What follows belongs to an exercise in optimizing a design on an open flow for small area; a production flow would make more cautious choices. In this exercise RTL edits were held to simulation tests only and were not proved equivalent to the original. Power and IR drop assume default switching activity.

### design.v
module IG(
	clk,
	rst,
	mode_w,
	datain,
	dataout,
	DCT_out,
	IDCT_out,
	state
);
input clk,rst,mode_w;
input [21:0] datain;
output [21:0] dataout;
output [11:0] DCT_out;
output [7:0] IDCT_out;
output [5:0] state;
wire [5:0] state_trans;      
wire [21:0] dataout_trans;   
wire [22:0] add_dru,sub_dru,MUXC_dru,MUXD_dru;  
wire [21:0] acfout,bdegout;   
wire [21:0] idruout,dataout_temp;  
reg mode;
assign state=state_trans;
assign dataout=dataout_temp;
assign DCT_out=dataout_temp[20:9]+dataout_temp[8];
assign IDCT_out=dataout_temp[13:6]+dataout_temp[5];
dru mydru(
	datain,
	dataout_trans,
	rst,
	clk,
	state_trans[2:0],
	add_dru,
	sub_dru,
	MUXC_dru,
	MUXD_dru
);
acf myacf(
	MUXC_dru,
	add_dru,
	clk,
	rst,
	mode,  
	state_trans[2:0],
	acfout
);
bdeg mybdeg(
	MUXD_dru,
	sub_dru,
	clk,
	rst,
	mode,  
	state_trans[2:0],
	bdegout
);
idru myidru(
	acfout,
	bdegout,
	rst,
	clk,
	mode,  
	state_trans[2:0],
	idruout,
	dataout_temp
);
transpose mytrans(
	clk,
	rst,
	state_trans,
	idruout,
	dataout_trans
);
state_counter mystate_counter(
	clk,
	rst,
	state_trans
);
always@(posedge clk or negedge rst)begin
	if (!rst)begin
		mode<=0;
	end
	else begin
		mode<=mode_w;
	end
end
endmodule
module state_counter(
	clk,
	rst,
	state
);
input clk,rst;
output [5:0] state;
reg [5:0] state;
wire [5:0] state_w;
assign state_w=state+6'b000001;
always@(posedge clk or negedge rst)begin
	if(!rst)begin
		state<=6'b000000;
	end
	else begin
		state<=state_w;
	end
end
endmodule
module transpose(
	clk,
	rst,
	state,
	datain,
	dataout
);
input clk,rst;
input [5:0] state;
input [21:0] datain;
output [21:0]dataout;
reg [21:0] dataout;
reg mode_in_w,mode_in_r,mode_out_w,mode_out_r;
wire [2:0] index_x_in,index_y_in,index_x_out,index_y_out;
wire [5:0] innum,outnum;
reg [21:0] register_w [7:0][7:0];
reg [21:0] register_r [7:0][7:0];
integer i,j;
assign innum=state-6'b001011;
assign outnum=state-6'b000011;
assign index_x_in=mode_in_r?innum[5:3]:innum[2:0];
assign index_y_in=mode_in_r?innum[2:0]:innum[5:3];
assign index_x_out=mode_out_r?outnum[5:3]:outnum[2:0];
assign index_y_out=mode_out_r?outnum[2:0]:outnum[5:3];
always@(*)begin
	mode_in_w=(state==6'b001011)?!mode_in_r:mode_in_r;
	mode_out_w=(state==6'b000011)?!mode_out_r:mode_out_r;
	for(i=0;i<8;i=i+1)begin
		for(j=0;j<8;j=j+1)begin
			register_w[i][j]=register_r[i][j];
		end
	end
	register_w[index_x_in][index_y_in]=datain;
end
always@ (posedge clk or negedge rst)begin
	if(!rst)begin
		for(i=0;i<8;i=i+1)begin
			for(j=0;j<8;j=j+1)begin
				register_r[i][j]<=22'b0000000000000000000000;
			end
		end
		mode_in_r<=1'b1;
		mode_out_r<=1'b1;
		dataout<=22'b0000000000000000000000;
	end
	else begin
		for(i=0;i<8;i=i+1)begin
			for(j=0;j<8;j=j+1)begin
				register_r[i][j]<=register_w[i][j];
			end
		end
		mode_in_r<=mode_in_w;
		mode_out_r<=mode_out_w;
		dataout<=register_r[index_x_out][index_y_out];
	end
end
endmodule
module idru(
	MUXA,
	MUXB,
	rst,
	clk,
	mode,  
	state,
	out_2_trans,
	out_2_port
);
input [21:0] MUXA,MUXB;
input clk,rst,mode;
input [2:0] state;
output [21:0] out_2_trans,out_2_port;
reg [21:0] out_2_trans,out_2_port;
reg [21:0] temp_w [7:0];
reg [21:0] temp_r [7:0];
wire [21:0] add,sub;
wire [2:0] state_fit;
assign state_fit=state-3'b011;
assign add=MUXA+MUXB;
assign sub=MUXA-MUXB;
parameter n0=3'b000;
parameter n1=3'b001;
parameter n2=3'b010;
parameter n3=3'b011;
parameter n4=3'b100;
parameter n5=3'b101;
parameter n6=3'b110;
parameter n7=3'b111;
always@(*)begin
	if(mode)begin
		out_2_trans=(state_fit==3'b000)?temp_w[0]:
						 (state_fit==3'b001)?temp_w[1]:
						 (state_fit==3'b010)?temp_w[2]:
						 (state_fit==3'b011)?temp_w[3]:
						 (state_fit==3'b100)?temp_r[4]:
						 (state_fit==3'b101)?temp_r[5]:
						 (state_fit==3'b110)?temp_r[6]:
						 temp_r[7];
		out_2_port=(state_fit==3'b100)?temp_w[3]:
						(state_fit==3'b101)?temp_w[2]:
						(state_fit==3'b110)?temp_w[1]:
						(state_fit==3'b111)?temp_w[0]:
						(state_fit==3'b000)?temp_r[7]:
						(state_fit==3'b001)?temp_r[6]:
						(state_fit==3'b010)?temp_r[5]:
						temp_r[4];
	end
	else begin
		out_2_trans=(state_fit==3'b000)?temp_w[0]:
						 (state_fit==3'b001)?temp_r[1]:
						 (state_fit==3'b010)?temp_r[2]:
						 (state_fit==3'b011)?temp_r[3]:
						 (state_fit==3'b100)?temp_r[4]:
						 (state_fit==3'b101)?temp_r[5]:
						 (state_fit==3'b110)?temp_r[6]:
						 temp_r[7];
		out_2_port=(state_fit==3'b100)?temp_w[0]:
						(state_fit==3'b101)?temp_r[1]:
						(state_fit==3'b110)?temp_r[2]:
						(state_fit==3'b111)?temp_r[3]:
						(state_fit==3'b000)?temp_r[4]:
						(state_fit==3'b001)?temp_r[5]:
						(state_fit==3'b010)?temp_r[6]:
						temp_r[7];
	end
end
always@(*)begin
	temp_w[0]=temp_r[0];
	temp_w[1]=temp_r[1];
	temp_w[2]=temp_r[2];
	temp_w[3]=temp_r[3];
	temp_w[4]=temp_r[4];
	temp_w[5]=temp_r[5];
	temp_w[6]=temp_r[6];
	temp_w[7]=temp_r[7];
	if(mode)begin
		case(state_fit)
			n0:begin
				temp_w[0]=add;
				temp_w[7]=sub;
			end
			n1:begin
				temp_w[1]=add;
				temp_w[6]=sub;
			end
			n2:begin
				temp_w[2]=add;
				temp_w[5]=sub;
			end
			n3:begin
				temp_w[3]=add;
				temp_w[4]=sub;
			end
			n4:begin
				temp_w[3]=add;
				temp_w[4]=sub;
			end
			n5:begin
				temp_w[2]=add;
				temp_w[5]=sub;
			end
			n6:begin
				temp_w[1]=add;
				temp_w[6]=sub;
			end
			n7:begin
				temp_w[0]=add;
				temp_w[7]=sub;
			end
		endcase
	end
	else begin
		case(state_fit)
			n0:begin
				temp_w[0]=MUXA;
				temp_w[1]=MUXB;
			end
			n1:begin
				temp_w[2]=MUXA;
				temp_w[3]=MUXB;
			end
			n2:begin
				temp_w[4]=MUXA;
				temp_w[5]=MUXB;
			end
			n3:begin
				temp_w[6]=MUXA;
				temp_w[7]=MUXB;
			end
			n4:begin
				temp_w[0]=MUXA;
				temp_w[1]=MUXB;
			end
			n5:begin
				temp_w[2]=MUXA;
				temp_w[3]=MUXB;
			end
			n6:begin
				temp_w[4]=MUXA;
				temp_w[5]=MUXB;
			end
			n7:begin
				temp_w[6]=MUXA;
				temp_w[7]=MUXB;
			end
		endcase
	end
end
always@(posedge clk or negedge rst)begin
	if(!rst)begin
		temp_r[0]<=22'b0000000000000000000000;
		temp_r[1]<=22'b0000000000000000000000;
		temp_r[2]<=22'b0000000000000000000000;
		temp_r[3]<=22'b0000000000000000000000;
		temp_r[4]<=22'b0000000000000000000000;
		temp_r[5]<=22'b0000000000000000000000;
		temp_r[6]<=22'b0000000000000000000000;
		temp_r[7]<=22'b0000000000000000000000;
	end
	else begin
		temp_r[0]<=temp_w[0];
		temp_r[1]<=temp_w[1];
		temp_r[2]<=temp_w[2];
		temp_r[3]<=temp_w[3];
		temp_r[4]<=temp_w[4];
		temp_r[5]<=temp_w[5];
		temp_r[6]<=temp_w[6];
		temp_r[7]<=temp_w[7];
	end
end
endmodule
module dru(
	datain,
	datain_trans,
	rst,
	clk,
	state,
	add,
	sub,
	MUXC,
	MUXD
);
input [21:0] datain,datain_trans;
input clk,rst;
input [2:0] state;
output [22:0] add,sub;
output [22:0] MUXC,MUXD;
reg [21:0] datain_r,datain_trans_r;
reg [22:0] add_w,sub_w,add_r,sub_r;
reg [22:0] MUXC_w,MUXD_w,MUXC_r,MUXD_r;
reg [21:0] lifo_w [3:0];
reg [21:0] lifo_r [3:0];
wire [2:0] state_fit;
wire [21:0] MUXA,MUXB;
wire [22:0] lifo_out_sign_ext, MUXB_ext;
assign state_fit=state-1;
assign MUXA=state_fit[2]?datain_trans_r:datain_r;
assign MUXB=state_fit[2]?datain_r:datain_trans_r;
assign lifo_out_sign_ext={lifo_r[3][21],lifo_r[3]};
assign MUXB_ext={MUXB[21],MUXB};
assign add=add_r;
assign sub=sub_r;
assign MUXC=MUXC_r;
assign MUXD=MUXD_r;
always@(*)begin
	case(state_fit[1:0])
		2'b00: begin
			lifo_w[0]=MUXA;
			lifo_w[1]=lifo_r[0];
			lifo_w[2]=lifo_r[1];
			lifo_w[3]=lifo_r[2];
		end
		2'b01: begin
			lifo_w[0]=lifo_r[0];
			lifo_w[1]=MUXA;
			lifo_w[2]=lifo_r[1];
			lifo_w[3]=lifo_r[2];
		end
		2'b10: begin
			lifo_w[0]=lifo_r[0];
			lifo_w[1]=lifo_r[1];
			lifo_w[2]=MUXA;
			lifo_w[3]=lifo_r[2];
		end
		2'b11: begin
			lifo_w[0]=lifo_r[0];
			lifo_w[1]=lifo_r[1];
			lifo_w[2]=lifo_r[2];
			lifo_w[3]=MUXA;
		end
	endcase
	MUXC_w=state_fit[0]? {{lifo_r[3][21]},lifo_r[3]}:{{MUXB[21]},MUXB};
	MUXD_w=state_fit[0]? {{MUXB[21]},MUXB}:{{lifo_r[3][21]},lifo_r[3]};
	add_w=lifo_out_sign_ext+MUXB_ext;
	sub_w=lifo_out_sign_ext-MUXB_ext;
end
always@(posedge clk or negedge rst)begin
	if(!rst)begin
		lifo_r[0]<=22'b0000000000000000000000;
		lifo_r[1]<=22'b0000000000000000000000;
		lifo_r[2]<=22'b0000000000000000000000;
		lifo_r[3]<=22'b0000000000000000000000;
		add_r<=23'b00000000000000000000000;
		sub_r<=23'b00000000000000000000000;
		MUXC_r<=23'b00000000000000000000000;
		MUXD_r<=23'b00000000000000000000000;
		datain_r<=22'b0000000000000000000000;
		datain_trans_r<=22'b0000000000000000000000;
	end
	else begin
		lifo_r[0]<=lifo_w[0];
		lifo_r[1]<=lifo_w[1];
		lifo_r[2]<=lifo_w[2];
		lifo_r[3]<=lifo_w[3];
		add_r<=add_w;
		sub_r<=sub_w;
		MUXC_r<=MUXC_w;
		MUXD_r<=MUXD_w;
		datain_r<=datain;
		datain_trans_r<=datain_trans;
	end
end
endmodule
module acf(
	MUXC_in,
	add_in,
	clk,
	rst,
	mode,  
	state,
	dataout
);
input [22:0] MUXC_in,add_in;
input clk,rst,mode;
input [2:0] state;
output [21:0] dataout;
wire [23:0] a,c,f;
acf_mult mymult(
	.rst(rst),
	.clk(clk),
	.mode(mode),
	.add_in(add_in),
	.MUXC_in(MUXC_in),
	.multa(a),
	.multc(c),
	.multf(f)
);
acf_acc myacc(
	.axdata(a),
	.cxdata(c),
	.fxdata(f),
	.clk(clk),
	.rst(rst),
	.mode(mode),  
	.state(state),
	.dataout(dataout)
);
endmodule
module acf_acc(
	axdata,
	cxdata,
	fxdata,
	clk,
	rst,
	mode,  
	state,
	dataout
);
input [23:0] axdata,cxdata,fxdata;
input clk,rst,mode;
input[2:0] state;
output [21:0] dataout;
wire [2:0] state_fit;
reg [21:0] datastore_w [3:0];
reg [21:0] datastore_r [3:0];
reg [23:0] acc0_w,acc0_r,acc1_w,acc1_r, acc2_w,acc2_r, acc3_w,acc3_r;
reg [23:0] acc0_out_temp,acc1_out_temp,acc2_out_temp,acc3_out_temp;
assign state_fit=state-3'b011;
assign dataout=datastore_r[state_fit[1:0]];
always@(*)begin
	datastore_w[0]=datastore_r[0];
	datastore_w[1]=datastore_r[1];
	datastore_w[2]=datastore_r[2];
	datastore_w[3]=datastore_r[3];
	acc0_out_temp=mode?(acc0_r+axdata):(acc0_r+axdata);
	acc1_out_temp=mode?(acc1_r+axdata):(acc1_r+cxdata);
	acc2_out_temp=mode?(acc2_r+axdata):(acc2_r+axdata);
	acc3_out_temp=mode?(acc3_r+axdata):(acc3_r+fxdata);
	if (mode) begin
		case(state_fit)
			3'b000:begin
				acc0_w=acc0_r+axdata;
				acc1_w=acc1_r-axdata;
				acc2_w=acc2_r-axdata;
				acc3_w=acc3_r+axdata;
			end
			3'b001:begin
				acc0_w=acc0_r+cxdata;
				acc1_w=acc1_r+fxdata;
				acc2_w=acc2_r-fxdata;
				acc3_w=acc3_r-cxdata;
			end
			3'b010:begin
				acc0_w=acc0_r+fxdata;
				acc1_w=acc1_r-cxdata;
				acc2_w=acc2_r+cxdata;
				acc3_w=acc3_r-fxdata;
			end
			3'b011:begin
				acc0_w=24'h00;
				acc1_w=24'h00;
				acc2_w=24'h00;
				acc3_w=24'h00;
				datastore_w[0]=(acc0_out_temp>>>2)+acc0_out_temp[1];
				datastore_w[1]=(acc1_out_temp>>>2)+acc1_out_temp[1];
				datastore_w[2]=(acc2_out_temp>>>2)+acc2_out_temp[1];
				datastore_w[3]=(acc3_out_temp>>>2)+acc3_out_temp[1];
			end
			3'b100:begin
				acc0_w=acc0_r+axdata;
				acc1_w=acc1_r-axdata;
				acc2_w=acc2_r-axdata;
				acc3_w=acc3_r+axdata;
			end
			3'b101:begin
				acc0_w=acc0_r+cxdata;
				acc1_w=acc1_r+fxdata;
				acc2_w=acc2_r-fxdata;
				acc3_w=acc3_r-cxdata;
			end
			3'b110:begin
				acc0_w=acc0_r+fxdata;
				acc1_w=acc1_r-cxdata;
				acc2_w=acc2_r+cxdata;
				acc3_w=acc3_r-fxdata;
			end
			3'b111:begin
				acc0_w=24'h00;
				acc1_w=24'h00;
				acc2_w=24'h00;
				acc3_w=24'h00;
				datastore_w[0]=(acc0_out_temp>>>2)+acc0_out_temp[1];
				datastore_w[1]=(acc1_out_temp>>>2)+acc1_out_temp[1];
				datastore_w[2]=(acc2_out_temp>>>2)+acc2_out_temp[1];
				datastore_w[3]=(acc3_out_temp>>>2)+acc3_out_temp[1];
			end
		endcase
	end
	else begin
		case(state_fit)
			3'b000:begin
				acc0_w=acc0_r+axdata;
				acc1_w=acc1_r-cxdata;
				acc2_w=acc2_r+axdata;
				acc3_w=acc3_r-fxdata;
			end
			3'b001:begin
				acc0_w=acc0_r+axdata;
				acc1_w=acc1_r-fxdata;
				acc2_w=acc2_r-axdata;
				acc3_w=acc3_r+cxdata;
			end
			3'b010:begin
				acc0_w=acc0_r+axdata;
				acc1_w=acc1_r+fxdata;
				acc2_w=acc2_r-axdata;
				acc3_w=acc3_r-cxdata;
			end
			3'b011:begin
				acc0_w=24'h00;
				acc1_w=24'h00;
				acc2_w=24'h00;
				acc3_w=24'h00;
				datastore_w[0]=(acc0_out_temp>>>2)+acc0_out_temp[1];
				datastore_w[1]=(acc1_out_temp>>>2)+acc1_out_temp[1];
				datastore_w[2]=(acc2_out_temp>>>2)+acc2_out_temp[1];
				datastore_w[3]=(acc3_out_temp>>>2)+acc3_out_temp[1];
			end
			3'b100:begin
				acc0_w=acc0_r+axdata;
				acc1_w=acc1_r-cxdata;
				acc2_w=acc2_r+axdata;
				acc3_w=acc3_r-fxdata;
			end
			3'b101:begin
				acc0_w=acc0_r+axdata;
				acc1_w=acc1_r-fxdata;
				acc2_w=acc2_r-axdata;
				acc3_w=acc3_r+cxdata;
			end
			3'b110:begin
				acc0_w=acc0_r+axdata;
				acc1_w=acc1_r+fxdata;
				acc2_w=acc2_r-axdata;
				acc3_w=acc3_r-cxdata;
			end
			3'b111:begin
				acc0_w=24'h00;
				acc1_w=24'h00;
				acc2_w=24'h00;
				acc3_w=24'h00;
				datastore_w[0]=(acc0_out_temp>>>2)+acc0_out_temp[1];
				datastore_w[1]=(acc1_out_temp>>>2)+acc1_out_temp[1];
				datastore_w[2]=(acc2_out_temp>>>2)+acc2_out_temp[1];
				datastore_w[3]=(acc3_out_temp>>>2)+acc3_out_temp[1];
			end
		endcase
	end
end
always@(posedge clk or negedge rst)begin
	if(!rst)begin
		datastore_r[0]<=22'h00;
		datastore_r[1]<=22'h00;
		datastore_r[2]<=22'h00;
		datastore_r[3]<=22'h00;
		acc0_r<=24'h00;
		acc1_r<=24'h00;
		acc2_r<=24'h00;
		acc3_r<=24'h00;
	end
	else begin
		acc0_r<=acc0_w;
		acc1_r<=acc1_w;
		acc2_r<=acc2_w;
		acc3_r<=acc3_w;
		datastore_r[0]<=datastore_w[0];
		datastore_r[1]<=datastore_w[1];
		datastore_r[2]<=datastore_w[2];
		datastore_r[3]<=datastore_w[3];
	end
end
endmodule
module acf_mult(
	rst,
	clk,
	mode,
	add_in,
	MUXC_in,
	multa,
	multc,
	multf
);
input rst,clk,mode;
input [22:0] add_in,MUXC_in;
output [23:0] multa,multc,multf;
wire [22:0] datain;
wire [23:0] temp1,temp2,temp3,temp4,temp5,temp7,temp8,temp9,temp10,temp14;
wire [23:0] multa_w,multc_w,multf_w;
reg [23:0] multa,multc,multf;
assign datain=mode?MUXC_in:add_in;
assign temp1={{2{datain[22]}},datain[22:1]};
assign temp2={{3{datain[22]}},datain[22:2]};
assign temp3={{4{datain[22]}},datain[22:3]};
assign temp4={{5{datain[22]}},datain[22:4]};
assign temp5={{6{datain[22]}},datain[22:5]};
assign temp7={{8{datain[22]}},datain[22:7]};
assign temp8={{9{datain[22]}},datain[22:8]};
assign temp9={{10{datain[22]}},datain[22:9]};
assign temp10={{11{datain[22]}},datain[22:10]};
assign temp14={{15{datain[22]}},datain[22:14]};
assign multa_w=temp2+temp4+temp5+temp7+temp9;
assign multc_w=temp1-temp5-temp7+temp10;
assign multf_w=temp3+temp4+temp8-temp14;
always@(posedge clk or negedge rst)begin
	if(!rst)begin
		multa<=24'h00;
		multc<=24'h00;
		multf<=24'h00;
	end
	else begin
		multa<=multa_w;
		multc<=multc_w;
		multf<=multf_w;
	end
end
endmodule
module bdeg(
	MUXD_in,
	sub_in,
	clk,
	rst,
	mode,  
	state,
	dataout
);
input [22:0] MUXD_in,sub_in;
input clk,rst,mode;
input [2:0] state;
output [21:0] dataout;
wire [23:0] b,d,e,g;
bdeg_mult mymult(
	.MUXD_in(MUXD_in),
	.sub_in(sub_in),
	.clk(clk),
	.rst(rst),
	.mode(mode),
	.multb(b),
	.multd(d),
	.multe(e),
	.multg(g)
);
bdeg_acc myacc(
	.bxdata(b),
	.dxdata(d),
	.exdata(e),
	.gxdata(g),
	.clk(clk),
	.rst(rst),
	.mode(mode),  
	.state(state),
	.dataout(dataout)
);
endmodule
module bdeg_acc(
	bxdata,
	dxdata,
	exdata,
	gxdata,
	clk,
	rst,
	mode,  
	state,
	dataout
);
input [23:0] bxdata,dxdata,exdata,gxdata;
input clk,rst,mode;
output [21:0] dataout;
input [2:0] state;
wire [2:0] state_fit;
reg [21:0] datastore_w [3:0];
reg [21:0] datastore_r [3:0];
reg [23:0] acc0_w,acc0_r,acc1_w,acc1_r, acc2_w,acc2_r, acc3_w,acc3_r;
reg [23:0] acc0_out_temp,acc1_out_temp,acc2_out_temp,acc3_out_temp;
assign state_fit=state-3'b011;
assign dataout=datastore_r[state_fit[1:0]];
always@(*)begin
	datastore_w[0]=datastore_r[0];
	datastore_w[1]=datastore_r[1];
	datastore_w[2]=datastore_r[2];
	datastore_w[3]=datastore_r[3];
	acc0_out_temp=mode?(acc0_r+gxdata):(acc0_r+bxdata);
	acc1_out_temp=mode?(acc1_r-exdata):(acc1_r+dxdata);
	acc2_out_temp=mode?(acc2_r+dxdata):(acc2_r+exdata);
	acc3_out_temp=mode?(acc3_r-bxdata):(acc3_r+gxdata);
	if (mode) begin
		case(state_fit)
			3'b000:begin
				acc0_w=acc0_r+dxdata;
				acc1_w=acc1_r-gxdata;
				acc2_w=acc2_r-bxdata;
				acc3_w=acc3_r-exdata;
			end
			3'b001:begin
				acc0_w=acc0_r+exdata;
				acc1_w=acc1_r-bxdata;
				acc2_w=acc2_r+gxdata;
				acc3_w=acc3_r+dxdata;
			end
			3'b010:begin
				acc0_w=acc0_r+bxdata;
				acc1_w=acc1_r+dxdata;
				acc2_w=acc2_r+exdata;
				acc3_w=acc3_r+gxdata;
			end
			3'b011:begin
				acc0_w=24'h00;
				acc1_w=24'h00;
				acc2_w=24'h00;
				acc3_w=24'h00;
				datastore_w[0]=(acc0_out_temp>>>2)+acc0_out_temp[1];
				datastore_w[1]=(acc1_out_temp>>>2)+acc1_out_temp[1];
				datastore_w[2]=(acc2_out_temp>>>2)+acc2_out_temp[1];
				datastore_w[3]=(acc3_out_temp>>>2)+acc3_out_temp[1];
			end
			3'b100:begin
				acc0_w=acc0_r+dxdata;
				acc1_w=acc1_r-gxdata;
				acc2_w=acc2_r-bxdata;
				acc3_w=acc3_r-exdata;
			end
			3'b101:begin
				acc0_w=acc0_r+exdata;
				acc1_w=acc1_r-bxdata;
				acc2_w=acc2_r+gxdata;
				acc3_w=acc3_r+dxdata;
			end
			3'b110:begin
				acc0_w=acc0_r+bxdata;
				acc1_w=acc1_r+dxdata;
				acc2_w=acc2_r+exdata;
				acc3_w=acc3_r+gxdata;
			end
			3'b111:begin
				acc0_w=24'h00;
				acc1_w=24'h00;
				acc2_w=24'h00;
				acc3_w=24'h00;
				datastore_w[0]=(acc0_out_temp>>>2)+acc0_out_temp[1];
				datastore_w[1]=(acc1_out_temp>>>2)+acc1_out_temp[1];
				datastore_w[2]=(acc2_out_temp>>>2)+acc2_out_temp[1];
				datastore_w[3]=(acc3_out_temp>>>2)+acc3_out_temp[1];
			end
		endcase
	end
	else begin
		case(state_fit)
			3'b000:begin
				acc0_w=acc0_r+gxdata;
				acc1_w=acc1_r-exdata;
				acc2_w=acc2_r+dxdata;
				acc3_w=acc3_r-bxdata;
			end
			3'b001:begin
				acc0_w=acc0_r+exdata;
				acc1_w=acc1_r-bxdata;
				acc2_w=acc2_r+gxdata;
				acc3_w=acc3_r+dxdata;
			end
			3'b010:begin
				acc0_w=acc0_r+dxdata;
				acc1_w=acc1_r-gxdata;
				acc2_w=acc2_r-bxdata;
				acc3_w=acc3_r-exdata;
			end
			3'b011:begin
				acc0_w=24'h00;
				acc1_w=24'h00;
				acc2_w=24'h00;
				acc3_w=24'h00;
				datastore_w[0]=(acc0_out_temp>>>2)+acc0_out_temp[1];
				datastore_w[1]=(acc1_out_temp>>>2)+acc1_out_temp[1];
				datastore_w[2]=(acc2_out_temp>>>2)+acc2_out_temp[1];
				datastore_w[3]=(acc3_out_temp>>>2)+acc3_out_temp[1];
			end
			3'b100:begin
				acc0_w=acc0_r+gxdata;
				acc1_w=acc1_r-exdata;
				acc2_w=acc2_r+dxdata;
				acc3_w=acc3_r-bxdata;
			end
			3'b101:begin
				acc0_w=acc0_r+exdata;
				acc1_w=acc1_r-bxdata;
				acc2_w=acc2_r+gxdata;
				acc3_w=acc3_r+dxdata;
			end
			3'b110:begin
				acc0_w=acc0_r+dxdata;
				acc1_w=acc1_r-gxdata;
				acc2_w=acc2_r-bxdata;
				acc3_w=acc3_r-exdata;
			end
			3'b111:begin
				acc0_w=24'h00;
				acc1_w=24'h00;
				acc2_w=24'h00;
				acc3_w=24'h00;
				datastore_w[0]=(acc0_out_temp>>>2)+acc0_out_temp[1];
				datastore_w[1]=(acc1_out_temp>>>2)+acc1_out_temp[1];
				datastore_w[2]=(acc2_out_temp>>>2)+acc2_out_temp[1];
				datastore_w[3]=(acc3_out_temp>>>2)+acc3_out_temp[1];
			end
		endcase
	end
end
always@(posedge clk or negedge rst)begin
	if(!rst)begin
		datastore_r[0]<=22'h00;
		datastore_r[1]<=22'h00;
		datastore_r[2]<=22'h00;
		datastore_r[3]<=22'h00;
		acc0_r<=24'h00;
		acc1_r<=24'h00;
		acc2_r<=24'h00;
		acc3_r<=24'h00;
	end
	else begin
		acc0_r<=acc0_w;
		acc1_r<=acc1_w;
		acc2_r<=acc2_w;
		acc3_r<=acc3_w;
		datastore_r[0]<=datastore_w[0];
		datastore_r[1]<=datastore_w[1];
		datastore_r[2]<=datastore_w[2];
		datastore_r[3]<=datastore_w[3];
	end
end
endmodule
module bdeg_mult(
	MUXD_in,
	sub_in,
	clk,
	rst,
	mode,
	multb,
	multd,
	multe,
	multg
);
input clk,rst,mode;
input [22:0] MUXD_in,sub_in;
output [23:0] multb,multd,multe,multg;
wire [22:0] datain;
wire [23:0] temp1,temp2,temp3,temp4,temp5,temp7,temp8,temp9,temp11,temp12,temp13;
wire [23:0] multb_w,multd_w,multe_w,multg_w;
reg [23:0] multb,multd,multe,multg;
assign datain=mode?MUXD_in:sub_in;
assign temp1={{2{datain[22]}},datain[22:1]};
assign temp2={{3{datain[22]}},datain[22:2]};
assign temp3={{4{datain[22]}},datain[22:3]};
assign temp4={{5{datain[22]}},datain[22:4]};
assign temp5={{6{datain[22]}},datain[22:5]};
assign temp7={{8{datain[22]}},datain[22:7]};
assign temp8={{9{datain[22]}},datain[22:8]};
assign temp9={{10{datain[22]}},datain[22:9]};
assign temp11={{12{datain[22]}},datain[22:11]};
assign temp12={{13{datain[22]}},datain[22:12]};
assign temp13={{14{datain[22]}},datain[22:13]};
assign multb_w=temp1-temp7-temp9+temp13;
assign multd_w=temp2+temp3+temp5+temp7+temp9-temp12;
assign multe_w=temp2+temp5-temp8+temp11;
assign multg_w=temp4+temp5+temp8-temp13;
always@(posedge clk or negedge rst)begin
	if(!rst)begin
		multb<=24'h00;
		multd<=24'h00;
		multe<=24'h00;
		multg<=24'h00;
	end
	else begin
		multb<=multb_w;
		multd<=multd_w;
		multe<=multe_w;
		multg<=multg_w;
	end
end
endmodule
### run.sh
#!/bin/bash
# synth_recipe.tcl (not shown) runs the flow's synth.tcl, then flattens the netlist and writes it again
# the make line also repeats each setting of config.mk as NAME=value (left out here)
make -C /OpenROAD-flow-scripts/flow DESIGN_CONFIG=/design/flow/config.mk WORK_HOME=/design/flow/orfs CLKGATE_MAP_FILE= SYNTH_SCRIPT=/design/flow/synth_recipe.tcl finish
### config.mk
export PLATFORM = sky130hd
export DESIGN_NAME = IG
export DESIGN_NICKNAME = IG
export VERILOG_FILES = /design/flow/design.v
export SDC_FILE = /design/flow/constraint.sdc
export NUM_CORES = 4
export LEC_CHECK = 0
export CAP_MARGIN = 20
export CORE_MARGIN = 2
export CORE_UTILIZATION = 30
export SLEW_MARGIN = 20
### constraint.sdc
create_clock -name core_clock -period 10.0 [get_ports {clk}]
set_input_delay 2.0000 -clock core_clock [delete_from_list [all_inputs] [get_ports {clk}]]
set_output_delay 2.0000 -clock core_clock [all_outputs]
set_load 0.01 [all_outputs]
==> metrics.md <==
| Metric | Value |
|---|---|
| Status | finished clean |
| Mapped Area | 158,000 um^2 |
| PortBufs | 72 |
| CORE AREA | 526,000 um^2 |
| Pint | 0.0384 W |
| Share of cells above drive strength 1 | 8.17% |
| Vias after detailed routing | 141,000 |
| Max_cap viols | 0 |
| Fill cells | 53,800 |
| Max Root-Sink Buffers | 4 |
| Tcrit/Tclk final | 96.2% |
| Tot GR Track Use | 23.3% |
| Initial DRC count | 16,600 |
| Final WL | 643,000 um |
| Post-synth EDFFs | 0 |
| Boundary Pins | 73 |
| Clock-pin slew on the worst setup and hold paths | 0.06 ns |
| # hold bufs at CTS | 0 |
| Drt pass-1 iters | 10 |
| CTS buffer count | 278 |
| Initial Util | 30.2% |
| Post-Syn Instances | 17,900 |
| Global-route wire length before repair | 933,000 um |
| Row count | 266 |
| DP Area | 168,000 um^2 |
| Slew headroom | 5.68% |
| # setup viols final | 0 |
| Routed WL per cell | 25.9 um |
| #FFs+latches synth | 2,366 |
| RD Place Congestion | 0.972 |
| Clock root buffer | clkbuf_16 |
| Worst Path Arrival | 7.62 ns |
| Yosys Warn Count | 19 |
| CP Launch Type | flop |
| Worst hold-check path type | reg -> reg |
| CTS Sinks | 2,366 |
| Layout area overhead | 12.0% |
| Synth cell types | 109 |
| PD cells | 426 nW/um^2 |
| Register area share after synthesis | 37.4% |
| Crit path kind | reg -> out |
| Leakage Power | 78.1 nW |
| DRC Markers | 0 |
| Max Clock Skew | 0.0839 ns |
| CP Data Required Time | 8.00 ns |
| Die H | 731 um |
| Avg Vias per Cell | 5.68 |
| Synth area leader | dfrtp_1 |
| Initial antenna violation count | 32 |
| Sequential power share | 21.5% |
| Worst IR Drop VDD | 0.289 mV |
| Fmax | 0.104 GHz |
| Mapped Nets | 19,300 |
| Synth top area share | 37.3% |
| Global route overflow | 0 |
| Vias in the first global route | 133,000 |
| Share of flip-flops with an asynchronous set or reset | 100% |
| Total die area | 534,000 um^2 |
| Nets | 18,900 |
| DP HPWL | 440,000 um |
| Mapped Avg Cell Area | 8.83 um^2 |
| Placed Instances | 24,300 |
| Final instance area | 178,000 um^2 |
| Nature of the critical path endpoint | primary output |
| Clock Latency Late Sink | 0.98 ns |
| Clk pwr share | 14.6% |
| Final Hold Fails | 0 |
| Antenna Nets Post-Route | 0 |
| Comb power frac | 63.9% |
| Largest net degree at the start of global routing | 179 |
| Crit path max fanout | 87 |
| Most used flip-flop cell after synthesis | dfrtp_1 |
| H-tree Lvls | 5 |
| Width of the chip | 731 um |
| CTS tree | yes |
| Final min period | 9.62 ns |
| Area contributors post-synth | dfrtp_1 (37%), ha_1 (7.9%), o21ai_0 (6.0%), nand2_1 (5.6%), fa_1 (4.0%) |
| Switching share of power | 49.2% |
| Sw Pwr | 0.0372 W |
| Slew @ Worst Pin | 1.41 ns |
| Final Non-Filler Cells | 24,800 |
| Final Max Slew Viols | 0 |
[kinds of logic (layout without fill, tap and decap cells)]
kind of cell,Yosys count,count (layout),synth area share (%)
AND/OR/NAND/NOR,5056,5056,13.8
other,0,27,0
adder cells (fa/ha/maj),1314,1314,11.9
AO/OA/AOI/OAI,5840,5840,23.4
buffers and inverters,1891,1730,4.60
XOR/XNOR,989,989,5.48
flip-flops,2366,2366,37.4
multiplexers,493,493,3.49
[what timing repair did]
| item | CTS | global route |
|---|---|---|
| endpoints found under the setup margin | 2 | 13 |
| setup buffers | 0 | 5 |
| gates resized for setup | 2 | 11 |
| pin swaps | 0 | 3 |
[cell type report]
type | count | area [um^2] | area share, %
Antenna cell | 27 | 67.6 | 0.0381
Clock inverter | 101 | 1650 | 0.929
Multi-Input combinational cell | 13700 | 93000 | 52.4
Tap cell | 6968 | 8720 | 4.91
Clock buffer | 390 | 8020 | 4.52
Timing Repair Buffer | 455 | 3920 | 2.21
Inverter | 784 | 2960 | 1.67
Sequential cell | 2366 | 59200 | 33.4
[sequential cells by signal, summed over array words and instances (netlist names), 88 cells and up]
signal and flops:
mydru.lifo_r 88, mytrans.register_r 1408, myidru.temp_r 176, mybdeg.myacc.datastore_r 88, myacf.myacc.datastore_r 88
[worst paths after layout]
| kind | startpoint | end | slack [ns] | depth (start not counted) |
|---|---|---|---|---|
| min | mytrans.dataout[8]$_DFF_PN0_ | mydru.datain_trans_r[8]$_DFF_PN0_ | 0.35 | 0 |
| min reg2reg | mytrans.dataout[8]$_DFF_PN0_ | mydru.datain_trans_r[8]$_DFF_PN0_ | 0.35 | 0 |
| min in group asynchronous | rst | mybdeg.mymult.multd[1]$_DFF_PN0_ | 0.98 | 1 |
| max reg2reg | mode$_DFF_PN0_ | myacf.mymult.multa[21]$_DFF_PN0_ | 2.20 | 20 |
| max | mystate_counter.state[1]$_DFF_PN0_ | DCT_out[11] | 0.38 | 21 |
| max in group asynchronous | rst | mytrans.register_r[23][20]$_DFFE_PN0N_ | 6.72 | 3 |
[cell usage after synthesis, drive strengths merged (160+ instances only)]
| cell | number |
|---|---|
| a211oi | 160 |
| a22oi | 382 |
| dfrtp | 2364 |
| inv | 780 |
| ha | 998 |
| o21ai | 2078 |
| xnor2 | 682 |
| mux2i | 193 |
| buf | 244 |
| mux2 | 280 |
| clkbuf | 863 |
| a21o | 244 |
| fa | 316 |
| nor3 | 264 |
| nand3 | 277 |
| a22o | 169 |
| a21oi | 1232 |
| a221oi | 321 |
| nand2 | 2380 |
| nor2 | 1322 |
| xor2 | 307 |
[power by group through the flow]
stage | Combinational [W] | Clock [W] | Sequential (W)
floorplan | 0.0343 | 0 | 0.0148
global placement | 0.0464 | 0 | 0.0163
detailed placement | 0.0470 | 0 | 0.0163
CTS | 0.0473 | 0.0112 | 0.0162
global route | 0.0528 | 0.0115 | 0.0166
finish | 0.0483 | 0.0110 | 0.0163
[cell usage in the layout, fill, tap and decap left out, types with 125 or more instances in the layout]
cell	instances
fa_1	316
nor3_1	258
o21a_1	151
nand2_1	2351
a22oi_1	381
a221oi_1	315
o21ai_0	1900
dfrtp_1	2362
a22o_1	169
o21ai_1	168
nand4_1	141
o22ai_1	125
nor2b_1	142
a21oi_1	1218
inv_1	769
clkbuf_16	286
mux2i_1	183
buf_4	357
ha_1	991
nand3_1	238
xor2_1	307
a21o_1	244
xnor2_1	678
a211oi_1	158
nor2_1	1240
mux2_2	280
[per-stage QoR]
| stage | setup WS, ns | power [W] | utilization (%) | hold slack, ns | setup TNS [ns] |
|---|---|---|---|---|---|
| 3_3_place_gp | 0.805 | 0.0626 | 31.9 | 0.331 | 0 |
| 5_1_grt | -0.0163 | 0.0809 | 33.8 | 0.326 | -0.0163 |
| 2_1_floorplan | 1.33 | 0.0491 | - | 0.331 | 0 |
| 4_1_cts | 0.00820 | 0.0747 | 33.7 | 0.333 | 0 |
| 6_report | 0.375 | 0.0756 | 33.8 | 0.349 | 0 |
| 3_5_place_dp | 0.822 | 0.0633 | 31.9 | 0.335 | 0 |
[per-layer routing]
metal,up-vias,wire length (um),share of wire [%],GRT usage [%]
met5,-,72,0.011,0
met4,10,40800,6.4,12.1
met3,1536,57600,9.0,4.50
met2,6527,278000,43,36.0
met1,69400,266000,41,31.0
li1,63400,-,-,-
[critical path, stage by stage (launching register included)]
cell and delay [ns]:
dfrtp_1 0.37, buf_4 0.20, ha_4 0.19, inv_8 0.44, buf_6 0.53, mux2i_1 0.64, inv_1 0.17, ha_1 0.53
nor2b_1 0.12, nand3_1 0.12, nor3_1 0.09, a21oi_1 0.34, nand2_1 0.13, or4b_1 0.51, nand2_1 0.19, o221ai_1 0.19
o221a_2 0.31, o21ai_0 0.60, nor2b_1 0.13, nand3_1 0.15, xnor2_1 0.15, clkdlybuf4s50_1 0.57

## what the ideal ports hide
No port has a modelled driver above. Below, the same layout with a new extraction and two added sets of constraints.
Step 1 assumes that a clkbuf_16 drives the clock port and a buf_2 every other input.
Step 2 moves the port delays by t, midway between the first and last clock arrival at a register: inputs arrive t later, outputs are due t later. That takes back most of the time a late clock gives input paths.
a / b / c = no drivers / after step 1 / after step 2; a / b = the first two.
t (ns): 1.040
slack for setup (ns): 0.375 / 0.274 / 1.315
slew at the worst register clock pin (ns): 0.07 / 0.07
After both steps this run still meets setup and hold. The setup slack of this run moves by -0.101 ns with the drivers and by +0.940 ns with both steps.
